From an optimization exercise on the open Yosys and OpenROAD flow, aimed at small area, a short achievable clock period and few clock cycles per item; shortcuts taken in it are not production practice. In this exercise RTL edits were held to simulation tests only and were not proved equivalent to the original.

## run 1
Design fpga_gf2m, start of the top module:
module fpga_gf2m
#(
	parameter DIGITAL = 20,
	parameter DATA_WIDTH = 163
)(
	input clk,     
	input rst,   
	input wire start,
	input wire [DATA_WIDTH - 1 : 0] a,
	input wire [DATA_WIDTH - 1 : 0] g,
	input wire [191:0] b,
	output reg [DATA_WIDTH - 1 : 0] t_i_j,
	output reg done
);
export LEC_CHECK = 0
export CAP_MARGIN = 20
export CORE_MARGIN = 2
export CORE_UTILIZATION = 45
export CTS_CLUSTER_DIAMETER = 80
export CTS_CLUSTER_SIZE = 20
export SLEW_MARGIN = 20
export SETUP_SLACK_MARGIN = 10.3
export BUFFER_PORTS_ARGS = -buffer_cell sky130_fd_sc_hd__buf_2
create_clock -name core_clock -period 14.5 [get_ports {clk}]
standard.sh (not shown) runs the stock make flow with config.mk's settings and CLKGATE_MAP_FILE= SYNTH_SCRIPT=/design/flow/synth_recipe.tcl, a recipe that flattens the netlist after the stock synthesis.
==> flow/flow/run.sh <==
#!/bin/bash
# Standard ORFS layout (the standard.sh), with repair_timing asked to
# aim for extra setup slack and smaller port buffers.
cat >> config.mk <<'EOC'
export SETUP_SLACK_MARGIN = 10.3
export BUFFER_PORTS_ARGS = -buffer_cell sky130_fd_sc_hd__buf_2
EOC
bash standard.sh > standard.log 2>&1
Testbench counts of run 1, summed over its fixed seeds: cycles 7,680, items 768.
### run 1 -> run 2
--- a/flow/config.mk
+++ b/flow/config.mk
@@ -9,5 +9,3 @@
 export CORE_MARGIN = 2
-export CORE_UTILIZATION = 45
-export CTS_CLUSTER_DIAMETER = 80
-export CTS_CLUSTER_SIZE = 20
+export CORE_UTILIZATION = 40
 export SLEW_MARGIN = 20
[summary]
Compared run 2 vs run 1, and total routing usage reported by global routing is down in run 2.
Relative to run 1, the clock skew of run 2 is higher by 34 ps.
Source of the critical timing path = t_i_j[122]$_SDFFE_PP0P_: run 2; source of the critical timing path = mu[17]$_DFFE_PP_: run 1
The inputs of run 3 differ from those of run 2 as listed below.
--- a/flow/flow/run.sh
+++ b/flow/flow/run.sh
@@ -4,3 +4,3 @@
 cat >> config.mk <<'EOC'
-export SETUP_SLACK_MARGIN = 10.3
+export SETUP_SLACK_MARGIN = 10.15
 export BUFFER_PORTS_ARGS = -buffer_cell sky130_fd_sc_hd__buf_2
--- a/flow/config.mk
+++ b/flow/config.mk
@@ -11,3 +11,3 @@
 export SLEW_MARGIN = 20
-export SETUP_SLACK_MARGIN = 10.3
+export SETUP_SLACK_MARGIN = 10.15
 export BUFFER_PORTS_ARGS = -buffer_cell sky130_fd_sc_hd__buf_2
[summary]
Sequential standard cell area ends up lower on run 3.
Delta (run 3 minus run 2): register-to-register slack went down by 100 ps, post-detailed-routing wire length went down by 2.8%.
Input-level comparison between run 4 and run 3:
--- a/flow/flow/run.sh
+++ b/flow/flow/run.sh
@@ -4,3 +4,3 @@
 cat >> config.mk <<'EOC'
-export SETUP_SLACK_MARGIN = 10.15
+export SETUP_SLACK_MARGIN = 10.3
 export BUFFER_PORTS_ARGS = -buffer_cell sky130_fd_sc_hd__buf_2
--- a/flow/config.mk
+++ b/flow/config.mk
@@ -10,4 +10,6 @@
 export CORE_UTILIZATION = 40
+export CTS_CLUSTER_DIAMETER = 80
+export CTS_CLUSTER_SIZE = 20
 export SLEW_MARGIN = 20
-export SETUP_SLACK_MARGIN = 10.15
+export SETUP_SLACK_MARGIN = 10.3
 export BUFFER_PORTS_ARGS = -buffer_cell sky130_fd_sc_hd__buf_2
Lower utilization was reported by run 3, not run 4. A end point of the critical path of t_i_j[115] is what run 3 shows, while t_i_j[112] belongs to run 4. Relative to run 3, run 4 degrades post-route cell area.

Another version of the RTL of fpga_gf2m (not shown whole).
For scale: ~720 flip-flops, ~690 I/O pins, roughly 93000 um^2 of cells after synthesis.
export LEC_CHECK = 0
export CAP_MARGIN = 20
export CORE_MARGIN = 2
export CORE_UTILIZATION = 35
export SLEW_MARGIN = 20
export SETUP_SLACK_MARGIN = 10.3
export BUFFER_PORTS_ARGS = -buffer_cell sky130_fd_sc_hd__buf_2
create_clock -name core_clock -period 14.5 [get_ports {clk}]
==> flow/flow/run.sh <==
#!/bin/bash
# Standard ORFS layout (the standard.sh), with repair_timing asked to
# aim for extra setup slack and smaller port buffers.
cat >> config.mk <<'EOC'
export SETUP_SLACK_MARGIN = 10.3
export BUFFER_PORTS_ARGS = -buffer_cell sky130_fd_sc_hd__buf_2
EOC
bash standard.sh > standard.log 2>&1
Testbench counts at the start, summed over its fixed seeds: cycles 7,680, items 768.
Change:
--- a/flow/flow/run.sh
+++ b/flow/flow/run.sh
@@ -5 +5 @@
-export SETUP_SLACK_MARGIN = 10.3
+export SETUP_SLACK_MARGIN = 10.5
CORE_UTILIZATION = 40   (was 35)
SETUP_SLACK_MARGIN = 10.5   (was 10.3)
What happened: Clock-buffer cell count increases by 7. Hold slack is about the same. Register-to-register slack degrades by 0.05 ns. Via count increases by 5.7%. Die area decreases by 12%. Synthesized cell count stays the same. Sequential share of layout area decreases by 1.0 points. Wire length increases by 7.1%. Worst setup slack improves by 0.0034 ns.

fpga_gf2m again, from the RTL that the note above started with.
==> flow/config.mk <==
export PLATFORM = sky130hd
export DESIGN_NAME = fpga_gf2m
export DESIGN_NICKNAME = fpga_gf2m
export VERILOG_FILES = /design/flow/design.v
export SDC_FILE = /design/flow/constraint.sdc
export NUM_CORES = 8
export LEC_CHECK = 0
export CAP_MARGIN = 20
export CORE_MARGIN = 2
export CORE_UTILIZATION = 40
export CTS_BUF_LIST = sky130_fd_sc_hd__clkbuf_8
export SLEW_MARGIN = 20
export SETUP_SLACK_MARGIN = 10.3
export BUFFER_PORTS_ARGS = -buffer_cell sky130_fd_sc_hd__buf_1
==> flow/constraint.sdc <==
create_clock -name core_clock -period 14.5 [get_ports {clk}]
set_input_delay 2.9000 -clock core_clock [delete_from_list [all_inputs] [get_ports {clk}]]
set_output_delay 2.9000 -clock core_clock [all_outputs]
set_load 0.01 [all_outputs]
==> flow/flow/run.sh <==
#!/bin/bash
# Standard ORFS layout (the standard.sh), with repair_timing asked to
# aim for extra setup slack and smaller port buffers.
cat >> config.mk <<'EOC'
export SETUP_SLACK_MARGIN = 10.3
export BUFFER_PORTS_ARGS = -buffer_cell sky130_fd_sc_hd__buf_1
EOC
bash standard.sh > standard.log 2>&1
The first run ran to the end with no violations.
Testbench counts at the start, summed over its fixed seeds: cycles 7,680, items 768.
Next try:
--- a/flow/flow/run.sh
+++ b/flow/flow/run.sh
@@ -6 +6 @@
-export BUFFER_PORTS_ARGS = -buffer_cell sky130_fd_sc_hd__buf_1
+export BUFFER_PORTS_ARGS = -buffer_cell sky130_fd_sc_hd__buf_2
- BUFFER_PORTS_ARGS: -buffer_cell sky130_fd_sc_hd__buf_1 -> -buffer_cell sky130_fd_sc_hd__buf_2
- CTS_BUF_LIST: sky130_fd_sc_hd__clkbuf_8 -> not set
Outcome: Final cell count shrinks by 0.90%; via count shrinks by 1.5%.

[afterwards: timing with drivers on the ports]
Ports are ideal in the flow. The routed layouts listed here were re-timed in OpenROAD.
Step 1: set_driving_cell puts a clkbuf_16 on clk and a buf_2 on each other input, an assumption about the parent block.
Step 2 adds t to the input delays and takes it off the output delays; t is the mean of the earliest and latest rising clock arrival at the registers after step 1. Input paths then give back, and output paths get back, about the clock's delay inside the block.
Three values: ideal, step 1, step 2; two values: the first two.
| run | shift t [ns] | setup slack, ns | worst register clock-pin slew, ns |
|---|---|---|---|
| run 1 | 0.843 | 10.204 / 10.170 / 9.525 | 0.09 / 0.09 |
| run 2 | 0.880 | 10.243 / 10.141 / 9.591 | 0.08 / 0.08 |
| run 3 | 0.873 | 10.145 / 10.044 / 9.502 | 0.08 / 0.08 |
| run 4 | 0.845 | 10.254 / 10.168 / 9.643 | 0.09 / 0.09 |
| the first run of note 2 | 0.857 | 10.206 / 10.108 / 9.904 | 0.07 / 0.07 |
| the second run of note 2 | 0.866 | 10.209 / 10.150 / 9.738 | 0.07 / 0.07 |
| the first run of note 3 | 1.071 | 10.039 / 9.950 / 9.403 | 0.08 / 0.08 |
| the second run of note 3 | 0.869 | 10.255 / 10.165 / 9.714 | 0.07 / 0.07 |
After both steps setup and hold are still met in every run listed. The setup slack of run 1, which loses most, moves by -0.034 ns with the drivers and by -0.679 ns with both steps.
